This is an optimization exercise on Yosys and OpenROAD, whose aim is small area and a short achievable clock period, not a production implementation. Only simulation tests tie the RTL to the original design; equivalence was not proved.

==> flow/design.v (outline; a module is shown in full before it is edited, if it fits) <==
// module dit_fft_8: 4860 lines
// module fa: 6 lines
// module ha: 6 lines
module dit_fft_8(clk,rst_n,in1r,in1i,in2r,in2i,in3r,in3i,in4r,in4i,in5r,in5i,in6r,in6i,in7r,in7i,in8r,in8i,y1r,y1i,y2r,y2i,y3r,y3i,y4r,y4i,y5r,y5i,y6r,y6i,y7r,y7i,y8r,y8i,write,start,ready);
  // ...
==> flow/flow/run.sh <==
#!/bin/bash
# The standard layout, with small buffers on the ports (timing repair
# upsizes the ones that need it). make's full output goes to make.log here;
# ORFS keeps each step's own log under orfs/logs.
set -euo pipefail
export BUFFER_PORTS_ARGS="-buffer_cell sky130_fd_sc_hd__buf_2"
bash standard.sh > make.log 2>&1
==> flow/standard.sh <==
#!/bin/bash
# synth_recipe.tcl (not shown) runs the flow's synth.tcl, then flattens the netlist and writes it again
# the make line also repeats each setting of config.mk as NAME=value (left out here)
make -C /OpenROAD-flow-scripts/flow DESIGN_CONFIG=/design/flow/config.mk WORK_HOME=/design/flow/orfs CLKGATE_MAP_FILE= SYNTH_SCRIPT=/design/flow/synth_recipe.tcl "${@:-finish}"
==> flow/config.mk <==
export PLATFORM = sky130hd
export DESIGN_NAME = dit_fft_8
export DESIGN_NICKNAME = dit_fft_8
export VERILOG_FILES = /design/flow/design.v
export SDC_FILE = /design/flow/constraint.sdc
export NUM_CORES = 4
export LEC_CHECK = 0
export CAP_MARGIN = 20
export CORE_MARGIN = 2
export CORE_UTILIZATION = 40
export SETUP_SLACK_MARGIN = 4.1
export SLEW_MARGIN = 20
export SYNTH_HIERARCHICAL = 1
==> flow/constraint.sdc <==
create_clock -name core_clock -period 10.0 [get_ports {clk}]
set_input_delay 2.0000 -clock core_clock [delete_from_list [all_inputs] [get_ports {clk}]]
set_output_delay 2.0000 -clock core_clock [all_outputs]
set_load 0.01 [all_outputs]
==> results by group, run 1 <==
Setup path
  • Data required, critical path: 10.40 ns
  • FF-to-FF path depth: 19
  • Crit path launch: in1i[3]
  • Crit path launch type: input port
  • Reg2reg end: NS3[15]

Synthesis
  • Netlist cell types: 56
  • Post-Synth XOR/XNOR Area: 0.104
  • Cell with the most instances after synthesis: inv_1
  • Largest family of logic cells by synthesized area: adder cells
  • Async set-reset flop share out of synthesis: 0
  • Adder-cell share of the synthesized area: 0.419
  • Largest area contributor in the netlist: fa_1
  • Post-synth EDFFs: 504

Drt
  • Vias per cell: 5.18
  • DR top layer: met5
  • Final antenna-violating net count: 0
  • WL final: 198000 um

GRT
  • GRT busiest layer: met2
  • Grt ovf: 0

Run status
  • Status: timing/DRC/antenna clean

STA
  • Final Hold Viols: 0
  • Final worst slack: 4.13 ns
  • WHS: 0.406 ns
  • Slew Limit Headroom: 0.222
  • Tcrit/Tclk final: 0.587

Finish
  • Finished Layout Cells: 8483
  • Seq cells: 507
  • Fill cell count: 14400
  • Most common cell after layout, fill and taps aside: inv_1

Clock network
  • Clock tree buffer depth: 3
  • TritonCTS Buffers: 66

Hold path
  • Min-delay src: E1r[0]

Placement
  • Area after DPL: 68100 um2

Floorplan
  • Full die area: 160000 um2
==> run 2, diff against run 1 <==
--- a/flow/config.mk
+++ b/flow/config.mk
@@ -9,4 +9,5 @@
 export CORE_MARGIN = 2
-export CORE_UTILIZATION = 40
-export SETUP_SLACK_MARGIN = 4.1
+export CORE_UTILIZATION = 50
+export GPL_ROUTABILITY_DRIVEN = 0
+export SETUP_SLACK_MARGIN = 4.25
 export SLEW_MARGIN = 20
==> run 2 against run 1 <==
  * Still clean
  * Setup slack better by 0.12 ns
  * Synthesized area unchanged
  * Clock skew increased by 0.025 ns
  * Critical path depth increased by 1
  * Final cell count down 4.8%
  * Largest cell class unchanged
==> results by group, run 2 <==
STA
  • Final worst slack: 4.25 ns (was 4.13 ns)
  • RSZ-0062 raised after global routing: true (unchanged)
  • Final Setup Violations: 0 (unchanged)
  • Final Hold Viols: 0 (unchanged)
  • Setup Skew: 0.0558 ns (was 0.0311 ns)
  • Slew Limit Headroom: 0.205 (was 0.222)
  • WHS: 0.417 ns (was 0.406 ns)
  • Slew Limit Fails: 0 (unchanged)
  • Min Tclk post-route: 5.75 ns (was 5.87 ns)
  • Tcrit/Tclk final: 0.575 (was 0.587)
  • Setup TNS: 0 ns (unchanged)
  • Tightest Pin Transition: 1.19 ns (was 1.17 ns)
  • Fmax: 0.174 GHz (was 0.170 GHz)

Drt
  • 1st-pass router iterations: 5 (unchanged)
  • Detailed-route via count: 43800 (was 44000)
  • DRC: 0 (unchanged)
  • WL final: 189000 um (was 198000 um)
  • Final antenna-violating net count: 0 (unchanged)
  • Initial DRC count: 3454 (was 3307)
  • Routed WL per cell: 23.4 um (was 23.3 um)
  • Vias per cell: 5.43 (was 5.18)

Placement
  • Detailed placement HPWL: 160000 um (was 170000 um)
  • Area after DPL: 67600 um2 (was 68100 um2)
  • Dpl ws: 3.16 ns (was 3.13 ns)
  • # port buffers: 516 (unchanged)

Clock network
  • Hold buffers post-CTS: 0 (unchanged)
  • Root Buffer: clkbuf_16 (unchanged)
  • Clock latency (worst-skew pair): 0.69 ns (was 0.66 ns)
  • H-tree depth: 2 (was 3)
  • Clk sinks: 507 (unchanged)
  • TritonCTS Buffers: 59 (was 66)
  • CTS tree: yes (unchanged)
  • Clock tree buffer depth: 3 (unchanged)
  • Worst-path clk slew: 0.06 ns (was 0.07 ns)

Synthesis
  • Syn. warnings: 7 (unchanged)
  • Synth cell count leaders: inv_1, fa_1, ha_1 (unchanged)
  • Post-Synthesis Cells: 5679 (unchanged)
  • Net Count, Synth: 7471 (unchanged)
  • Largest area contributor in the netlist: fa_1 (unchanged)
  • Largest cells by area after synthesis: fa_1, edfxtp_1, ha_1 (unchanged)
  • Post-synth EDFFs: 504 (unchanged)
  • Top cell type's share of synthesized area: 0.302 (unchanged)
  • Ys flop type: edfxtp_1 (unchanged)
  • Syn Area/Cell: 11.0 um2 (unchanged)
  • Async set-reset flop share out of synthesis: 0 (unchanged)
  • Netlist cell types: 56 (unchanged)
  • Synthesized area: 62600 um2 (unchanged)
  • Cell with the most instances after synthesis: inv_1 (unchanged)
  • Seq/Total Area, Yosys: 0.243 (unchanged)
  • Yosys reg bits: 507 (unchanged)

Finish
  • P&R area growth vs syn: 18.2% (was 16.7%)
  • Share of cells above drive strength 1: 0.210 (was 0.178)
  • Commonest non-fill, non-tap cells in the layout: inv_1, fa_1, edfxtp_1 (was inv_1, fa_1, ha_1)
  • Design Area, Final: 74000 um2 (was 73000 um2)
  • Util after Layout: 0.597 (was 0.469)
  • Number of nets in the layout: 8181 (was 8158)
  • Fill cell count: 10300 (was 14400)
  • Most common cell after layout, fill and taps aside: inv_1 (unchanged)

Setup path
  • R2R setup slack: 4.33 ns (was 4.29 ns)
  • CP max FO: 4 (unchanged)
  • Critical Path Sink Type: flop (unchanged)
  • FF-to-FF path depth: 18 (was 19)
  • Worst EP arrival: 6.19 ns (was 6.26 ns)
  • Data required, critical path: 10.45 ns (was 10.40 ns)
  • Reg2reg end: ND1[14] (was NS3[15])
  • Crit path launch type: input port (unchanged)
  • CP Class: in -> reg (unchanged)
  • Critical R2R Launch: O1i[7] (was O3r[7])

Floorplan
  • Area of the core: 124000 um2 (was 156000 um2)
  • Row count: 129 (was 145)
  • Initial Utilization: 0.505 (was 0.402)
  • Full die area: 128000 um2 (was 160000 um2)
  • # IOs: 517 (unchanged)
  • Die X-Extent: 358 um (was 400 um)
  • Die Ht: 358 um (was 400 um)

GRT
  • Largest net degree at the start of global routing: 150 (was 162)
  • First-pass GRT wire length: 276000 um (was 286000 um)
  • Grt ovf: 0 (unchanged)
  • Vias in the first global route: 44600 (was 44800)
  • Initial antenna violation count: 16 (was 19)
  • Tot GR Track Use: 0.294 (was 0.246)

Hold path
  • Min-delay src: E3r[2] (was E1r[0])
  • Hold Crit Class: reg -> reg (unchanged)
  • Hold path depth: 0 (unchanged)
  • Hold path endpoint: NE3r[2] (was NE1r[0])

Run
  • Max-Cap Viols: 0 (unchanged)

Run status
  • Status: timing/DRC/antenna clean (unchanged)
==> run 2: how the worst max path moves through the flow <==
stage / depth (start not counted) / start / slack [ns] / endpoint
after floorplan: 2 / rst_n / 3.82 / E0i[0]
after CTS: 8 / X4i[0] / 4.25 / y1i[14]
after detailed placement: 14 / in6r[15] / 3.16 / O2r[15]
final: 17 / in1i[1] / 4.25 / E2i[15]
after global placement: 14 / in6r[15] / 3.25 / O2r[15]
after global routing: 14 / NE3i[1] / 4.16 / y8i[13]
==> run 2: critical path, stage by stage <==
cell and delay [ns]:
buf_2 0.13, or4_4 0.52, or3_4 0.43, or4_4 0.54
or2_4 0.31, o21ai_4 0.18, xnor2_2 0.16, inv_2 0.10
buf_4 0.15, fa_1 0.48, ha_4 0.30, a21oi_2 0.05
a311oi_2 0.28, o21a_1 0.20, o21ai_1 0.08, nor2b_2 0.16
xnor2_1 0.11
==> run 2: through the flow <==
step                      cells
after global placement     7768
after detailed placement   7769
final                      8077
after floorplan            5679
after CTS                  7987
after global routing       8074
==> run 2: cells by family (layout without fill, tap and decap cells) <==
logic type / count (synthesis) / count (layout) / synth area share
adder cells (fa/ha/maj): 1532 / 1532 / 0.419
multiplexers: 63 / 63 / 0.0101
AND/OR/NAND/NOR: 826 / 826 / 0.0644
other: 0 / 5 / 0
AO/OA/AOI/OAI: 901 / 901 / 0.0915
buffers and inverters: 1112 / 1868 / 0.0682
XOR/XNOR: 738 / 738 / 0.104
flip-flops: 507 / 507 / 0.243
==> run 2: final cells by class <==
class	count	area, um2	share of cell area
tap	1637	2050	0.0277
clock buffer	70	1520	0.0205
sequential	507	15200	0.205
timing repair buffer	726	4420	0.0598
antenna	5	12.5	0.000169
clock inverter	37	343	0.00463
inverter	1035	3910	0.0528
multi-input combinational	4060	46500	0.629
==> run 2: Yosys stat by module (local to each module, per instance) <==
module | cells | area [um2]
dit_fft_8 | 4857 | 46200
fa | 1 | 20.0
ha | 1 | 12.5
==> run 2: metal layers <==
metal  vias up  GRT usage  share of wire
li1      20100          -              -
met1     22100      0.398           0.42
met2      1398      0.483           0.47
met3       281     0.0459          0.068
met4         0      0.103          0.043
met5         -          0              0
==> run 2: timing repair <==
item                                    in CTS  in global routing
endpoints found under the setup margin     170                190
resized for setup                          194                338
cloned                                       3                  3
buffers inserted                           108                 82
pin swaps                                   49                132
==> run 3, diff against run 2 <==
--- a/flow/config.mk
+++ b/flow/config.mk
@@ -11,3 +11,3 @@
 export GPL_ROUTABILITY_DRIVEN = 0
-export SETUP_SLACK_MARGIN = 4.25
+export SETUP_SLACK_MARGIN = 4.1
 export SLEW_MARGIN = 20
==> run 3 against run 2 <==
  * Still clean
  * Setup slack lost 0.083 ns
  * Maximum frequency shrank 1.4%
  * Die area is the same
  * Non-clock buffer count shrank 52
  * Final cell count shrank 0.52%
  * Flip-flop and latch count is the same
==> results by group, run 3 <==
STA
  • Slew Limit Headroom: 0.281 (was 0.205)
  • Final Hold Viols: 0 (unchanged)
  • Fmax: 0.171 GHz (was 0.174 GHz)
  • Final Setup Violations: 0 (unchanged)
  • Tcrit/Tclk final: 0.583 (was 0.575)
  • Tightest Pin Transition: 1.08 ns (was 1.19 ns)
  • WHS: 0.408 ns (was 0.417 ns)
  • Min Tclk post-route: 5.83 ns (was 5.75 ns)
  • Setup TNS: 0 ns (unchanged)
  • Slew Limit Fails: 0 (unchanged)
  • Setup Skew: 0.0366 ns (was 0.0558 ns)
  • RSZ-0062 raised after global routing: true (unchanged)

Placement
  • Detailed placement HPWL: 163000 um (was 160000 um)
  • # port buffers: 516 (unchanged)
  • Placed cell count: 7779 (was 7769)
  • Area after DPL: 67400 um2 (was 67600 um2)

Finish
  • Design Area, Final: 72600 um2 (was 74000 um2)
  • Commonest non-fill, non-tap cells in the layout: inv_1, fa_1, ha_1 (was inv_1, fa_1, edfxtp_1)
  • Number of nets in the layout: 8131 (was 8181)
  • P&R area growth vs syn: 16.0% (was 18.2%)
  • Share of cells above drive strength 1: 0.181 (was 0.210)
  • Finished Layout Cells: 8035 (was 8077)
  • Most common cell after layout, fill and taps aside: inv_1 (unchanged)
  • Fill cell count: 10500 (was 10300)

Hold path
  • Hold Crit Class: reg -> reg (unchanged)
  • Min-delay src: E1i[11] (was E3r[2])

Drt
  • Routed WL per cell: 23.8 um (was 23.4 um)
  • Vias per cell: 5.48 (was 5.43)
  • Detailed-route via count: 44100 (was 43800)
  • Final antenna-violating net count: 0 (unchanged)
  • DRC: 0 (unchanged)
  • Initial DRC count: 3214 (was 3454)
  • WL final: 192000 um (was 189000 um)
  • 1st-pass router iterations: 6 (was 5)

Floorplan
  • Full die area: 128000 um2 (unchanged)
  • Initial Utilization: 0.505 (unchanged)
  • Area of the core: 124000 um2 (unchanged)
  • Die X-Extent: 358 um (unchanged)
  • # IOs: 517 (unchanged)
  • Die Ht: 358 um (unchanged)
  • Row count: 129 (unchanged)

Synthesis
  • Syn Area/Cell: 11.0 um2 (unchanged)
  • Synth cell count leaders: inv_1, fa_1, ha_1 (unchanged)
  • Largest cells by area after synthesis: fa_1, edfxtp_1, ha_1 (unchanged)
  • Net Count, Synth: 7471 (unchanged)
  • Post-synth EDFFs: 504 (unchanged)
  • Largest area contributor in the netlist: fa_1 (unchanged)
  • Post-Synthesis Cells: 5679 (unchanged)
  • Top cell type's share of synthesized area: 0.302 (unchanged)
  • Syn. warnings: 7 (unchanged)
  • Cell with the most instances after synthesis: inv_1 (unchanged)
  • Yosys reg bits: 507 (unchanged)
  • Ys flop type: edfxtp_1 (unchanged)
  • Async set-reset flop share out of synthesis: 0 (unchanged)
  • Netlist cell types: 56 (unchanged)
  • Seq/Total Area, Yosys: 0.243 (unchanged)
  • Synthesized area: 62600 um2 (unchanged)

GRT
  • Largest net degree at the start of global routing: 111 (was 150)
  • Grt ovf: 0 (unchanged)
  • Initial antenna violation count: 14 (was 16)
  • Tot GR Track Use: 0.299 (was 0.294)
  • First-pass GRT wire length: 280000 um (was 276000 um)
  • Vias in the first global route: 44700 (was 44600)

Setup path
  • Critical path cell sequence: inv_1 > ha_1 > a41oi_2 > o21ai_2 > a311oi_2 > a21o_1 > xor2_4 > buf_12 > buf_12 > nand2_1 > o21ai_0 > xnor2_1 > buf_2 (was buf_2 > or4_4 > or3_4 > or4_4 > or2_4 > o21ai_4 > xnor2_2 > inv_2 > buf_4 > fa_1 > ha_4 > a21oi_2 > a311oi_2 > o21a_1 > o21ai_1 > nor2b_2 > xnor2_1)
  • CP Class: reg -> out (was in -> reg)
  • Crit path launch type: flop (was input port)
  • Critical Path Sink Type: output port (was flop)
  • Worst path slowest cell: edfxtp_1 (was or4_4)
  • Data required, critical path: 8.00 ns (was 10.45 ns)
  • CP most frequent cell: buf_12 (was or4_4)
  • CP max FO: 9 (was 4)
  • Critical R2R Launch: O1i[6] (was O1i[7])
  • Crit path launch: NS1[0] (was in1i[1])
  • Worst EP arrival: 3.83 ns (was 6.19 ns)
  • Critical Path Max Stage Delay: 0.56 ns (was 0.54 ns)

Run status
  • Status: timing/DRC/antenna clean (unchanged)

Clock network
  • H-tree depth: 2 (unchanged)
  • Clk sinks: 507 (unchanged)
  • CTS tree: yes (unchanged)
  • Clock tree buffer depth: 3 (unchanged)
  • TritonCTS Buffers: 61 (was 59)
  • Root Buffer: clkbuf_16 (unchanged)
  • Clock latency (worst-skew pair): 0.68 ns (was 0.69 ns)
  • Worst-path clk slew: 0.06 ns (about the same)
  • Hold buffers post-CTS: 0 (unchanged)

Run
  • Max-Cap Viols: 0 (unchanged)
## run 3: cell type report
class                      instances  area (um2)  share of cell area
sequential                       507       15200               0.209
timing repair buffer             674        3950              0.0544
clock buffer                      69        1580              0.0217
antenna                            9        22.5            0.000310
multi-input combinational       4060       45400               0.626
inverter                        1035        3910              0.0539
tap                             1637        2050              0.0282
clock inverter                    44         485             0.00669
## run 3: metrics by stage
stage	setup slack, ns	utilization
after global placement	3.18	0.544
after detailed placement	3.14	0.544
after floorplan	3.82	-
after global routing	4.01	0.586
after CTS	4.10	0.568
final	4.17	0.586
## run 3: kinds of logic after synthesis
kind of cell | share of synthesized area
AO/OA/AOI/OAI | 0.0915
XOR/XNOR | 0.104
adder cells (fa/ha/maj) | 0.419
buffers and inverters | 0.0682
flip-flops | 0.243
multiplexers | 0.0101
AND/OR/NAND/NOR | 0.0644
## run 3: repair_timing
action | 4_1_cts | 5_1_grt
buffers inserted | 50 | 80
setup endpoints to repair | 117 | 187
cloned | 1 | 3
resized for setup | 102 | 263
pin swaps | 16 | 74
## run 3: per-layer routing
metal / track usage / share of wire / up-vias / wire [um]
met2: 0.480 / 0.47 / 1514 / 89200
met3: 0.0538 / 0.071 / 318 / 13600
li1: - / - / 20000 / -
met4: 0.107 / 0.042 / 0 / 8040
met5: 0 / 0 / - / 0
met1: 0.408 / 0.42 / 22200 / 80700
## run 3: Yosys stat by module, one instance, submodules excluded
module | cells | cell area, um2 | times used
ha | 1 | 12.5 | 6
dit_fft_8 | 4857 | 46200 | 1
fa | 1 | 20.0 | 816
## run 3: critical path, delay by kind of cell, from the launching register on
family          cells  cell delay [ns]
compound gates      5             0.90
fa+ha+maj           1             0.40
buf+inv             4             0.76
flops               1             0.56
simple gates        1             0.05
xor+xnor            2             0.50
## run 3: path summary, 6_finish.rpt
kind / to / slack [ns] / cells after the start
setup / recovery: y2r[4] / 4.17 / 13
hold / removal: NE1i[11] / 0.41 / 0
setup reg to reg: ND1[15] / 4.19 / 17
hold reg to reg: NE1i[11] / 0.41 / 0
==> run 4, diff against run 3 <==
--- a/flow/config.mk
+++ b/flow/config.mk
@@ -9,4 +9,5 @@
 export CORE_MARGIN = 2
-export CORE_UTILIZATION = 50
+export CORE_UTILIZATION = 60
 export GPL_ROUTABILITY_DRIVEN = 0
+export PLACE_DENSITY = 0.7
 export SETUP_SLACK_MARGIN = 4.1
==> run 4 against run 3 <==
  * Sequential share of layout area up 0.28 points
  * Synthesized cell count unchanged
  * Via count rose by 1.3%
  * Synthesized area did not move
  * Critical path depth stayed put
  * Largest cell class unchanged
  * Still clean on timing, DRC and antenna
  * First-iteration DRC count up 15%
  * Setup slack got worse by 0.096 ns
  * Hold slack better by 0.011 ns
==> results by group, run 4 <==
Run status
  • Status: timing/DRC/antenna clean (unchanged)

STA
  • Fmax: 0.169 GHz (was 0.171 GHz)
  • Slew Limit Headroom: 0.223 (was 0.281)
  • Final Setup Violations: 0 (unchanged)
  • Min Tclk post-route: 5.93 ns (was 5.83 ns)
  • Setup Skew: 0.0529 ns (was 0.0366 ns)
  • RSZ-0062 raised after global routing: true (unchanged)
  • Final worst slack: 4.07 ns (was 4.17 ns)
  • Slew Limit Fails: 0 (unchanged)
  • WHS: 0.418 ns (was 0.408 ns)
  • Tightest Pin Transition: 1.16 ns (was 1.08 ns)
  • Setup TNS: 0 ns (unchanged)
  • Final Hold Viols: 0 (unchanged)
  • Tcrit/Tclk final: 0.593 (was 0.583)

Synthesis
  • Synthesized area: 62600 um2 (unchanged)
  • Syn. warnings: 7 (unchanged)
  • Net Count, Synth: 7471 (unchanged)
  • Netlist cell types: 56 (unchanged)
  • Seq/Total Area, Yosys: 0.243 (unchanged)
  • Largest area contributor in the netlist: fa_1 (unchanged)
  • Post-synth EDFFs: 504 (unchanged)
  • Ys flop type: edfxtp_1 (unchanged)
  • Syn Area/Cell: 11.0 um2 (unchanged)
  • Cell with the most instances after synthesis: inv_1 (unchanged)
  • Post-Synthesis Cells: 5679 (unchanged)
  • Synth cell count leaders: inv_1, fa_1, ha_1 (unchanged)
  • Top cell type's share of synthesized area: 0.302 (unchanged)
  • Async set-reset flop share out of synthesis: 0 (unchanged)
  • Largest cells by area after synthesis: fa_1, edfxtp_1, ha_1 (unchanged)
  • Yosys reg bits: 507 (unchanged)

Clock network
  • Root Buffer: clkbuf_16 (unchanged)
  • TritonCTS Buffers: 60 (was 61)
  • Clock latency (worst-skew pair): 0.71 ns (was 0.68 ns)
  • Clock tree buffer depth: 3 (unchanged)
  • Clk sinks: 507 (unchanged)
  • Worst-path clk slew: 0.06 ns (about the same)
  • CTS tree: yes (unchanged)
  • Hold buffers post-CTS: 0 (unchanged)
  • H-tree depth: 2 (unchanged)

GRT
  • Vias in the first global route: 45000 (was 44700)
  • Initial antenna violation count: 17 (was 14)
  • Grt ovf: 0 (unchanged)
  • Largest net degree at the start of global routing: 152 (was 111)
  • First-pass GRT wire length: 268000 um (was 280000 um)
  • Tot GR Track Use: 0.340 (was 0.299)

Finish
  • Share of cells above drive strength 1: 0.169 (was 0.181)
  • Commonest non-fill, non-tap cells in the layout: inv_1, fa_1, ha_1 (unchanged)
  • Fill cell count: 7769 (was 10500)
  • Finished Layout Cells: 7764 (was 8035)
  • Most common cell after layout, fill and taps aside: inv_1 (unchanged)
  • Number of nets in the layout: 8117 (was 8131)
  • P&R area growth vs syn: 14.4% (was 16.0%)

Run
  • Max-Cap Viols: 0 (unchanged)

Floorplan
  • Initial Utilization: 0.605 (was 0.505)
  • Full die area: 107000 um2 (was 128000 um2)
  • # IOs: 517 (unchanged)
  • Die Ht: 327 um (was 358 um)
  • Area of the core: 103000 um2 (was 124000 um2)
  • Die X-Extent: 327 um (was 358 um)
  • Row count: 118 (was 129)

Drt
  • Detailed-route via count: 44600 (was 44100)
  • WL final: 182000 um (was 192000 um)
  • 1st-pass router iterations: 7 (was 6)
  • DRC: 0 (unchanged)
  • Vias per cell: 5.75 (was 5.48)
  • Final antenna-violating net count: 0 (unchanged)
  • Initial DRC count: 3691 (was 3214)
  • Routed WL per cell: 23.5 um (was 23.8 um)

Placement
  • Detailed placement HPWL: 154000 um (was 163000 um)
  • Dpl ws: 3.16 ns (was 3.14 ns)
  • # port buffers: 516 (unchanged)
  • Placed cell count: 7512 (was 7779)

Setup path
  • Data required, critical path: 8.00 ns (about the same)
  • Critical Path Sink Type: output port (unchanged)
  • CP max FO: 5 (was 9)
  • CP Class: reg -> out (unchanged)
  • Crit path launch type: flop (unchanged)
  • Worst EP arrival: 3.93 ns (was 3.83 ns)

Hold path
  • Hold Crit Class: reg -> reg (unchanged)
[run 4: cell counts after synthesis]
No cell type changed its count.
[run 4: worst max-delay path, cell delays in order, from the launching register on]
cell	delay [ns]
edfxtp_1	0.53
ha_4	0.36
inv_4	0.05
ha_4	0.24
buf_4	0.15
nand3_2	0.09
nor2_2	0.07
a221oi_2	0.33
a21o_1	0.26
xor2_4	0.35
clkinvlp_4	0.27
a21oi_2	0.18
xor2_1	0.20
buf_2	0.17
[run 4: repair_timing]
| action | in CTS | in global routing |
|---|---|---|
| setup endpoints to repair | 106 | 188 |
| pin swaps | 10 | 48 |
| setup buffers | 35 | 89 |
| endpoints found under the hold margin | 0 | 0 |
| gates cloned | 1 | 6 |
| gates resized for setup | 61 | 214 |
[run 4: Yosys stat by module, one instance, submodules excluded]
module	cells	cell area [um2]
dit_fft_8	4857	46200
fa	1	20.0
ha	1	12.5
[run 4: path summary, 6_finish.rpt]
kind           start       to  slack [ns]  cells past startpoint
max reg2reg   O3i[3]  ND3[15]        4.16                     17
min reg2reg   E1r[5]  NE1r[5]        0.42                      0
min           E1r[5]  NE1r[5]        0.42                      0
max          NE3i[9]   y8i[6]        4.07                     13
[run 4: cell type report]
cell class              count  area [um2]  area share
repair inverters            1        7.51    0.000105
clock inverters            47         533     0.00744
inverters                1035        3900      0.0544
flip-flops and latches    507       15200       0.212
diodes                     10        25.0    0.000349
well taps                1380        1730      0.0241
multi-input cells        4060       44900       0.626
repair buffers            660        3860      0.0538
clock buffers              64        1520      0.0212
[run 4: per-stage QoR]
step,util,instance area (um2)
after floorplan,-,63000
after global placement,0.648,67000
after detailed placement,0.648,67000
after CTS,0.674,69700
after global routing,0.692,71600
final,0.692,71600
[run 4: cells by family (layout without fill, tap and decap cells)]
kind of cell             after synthesis  count (layout)  synth area share
XOR/XNOR                             738             738             0.104
buffers and inverters               1112            1807            0.0682
flip-flops                           507             507             0.243
other                                  0              10                 0
multiplexers                          63              63            0.0101
AND/OR/NAND/NOR                      826             826            0.0644
AO/OA/AOI/OAI                        901             901            0.0915
adder cells (fa/ha/maj)             1532            1532             0.419
[run 4: per-layer routing]
layer	part of all wire	GRT usage
met3	0.087	0.0689
met1	0.39	0.447
met2	0.46	0.536
met4	0.063	0.180
met5	0.00018	0

==> what the ideal ports hide <==
The flow's constraints put no driver on any port. The routed layouts listed below were extracted and timed again, unchanged, in two steps. Step 1 (the two cells are an assumption about what drives the block):
set clk [get_ports {clk}]
set_driving_cell -lib_cell sky130_fd_sc_hd__clkbuf_16 $clk
set_driving_cell -lib_cell sky130_fd_sc_hd__buf_2 [delete_from_list [all_inputs] $clk]
Step 2 times the ports against the registers' clock, not the clock port: input delays grow and output delays shrink by t, the midpoint of the rising clock arrivals with the driver on. a / b / c = no drivers / after step 1 / after step 2; a / b = the first two.
| run | t (ns) | setup WS [ns] | latest minus earliest clock arrival (ns) |
|---|---|---|---|
| run 1 | 0.723 | 4.135 / 4.089 / 3.435 | 0.031 / 0.032 |
| run 2 | 0.740 | 4.252 / 4.237 / 3.545 | 0.059 / 0.060 |
| run 3 | 0.745 | 4.169 / 4.091 / 3.437 | 0.039 / 0.040 |
| run 4 | 0.762 | 4.072 / 3.995 / 3.444 | 0.053 / 0.053 |
After both steps setup and hold are still met in every run listed. For run 3, which loses most, drivers alone change the setup slack by -0.078 ns; drivers and shift together by -0.732 ns.
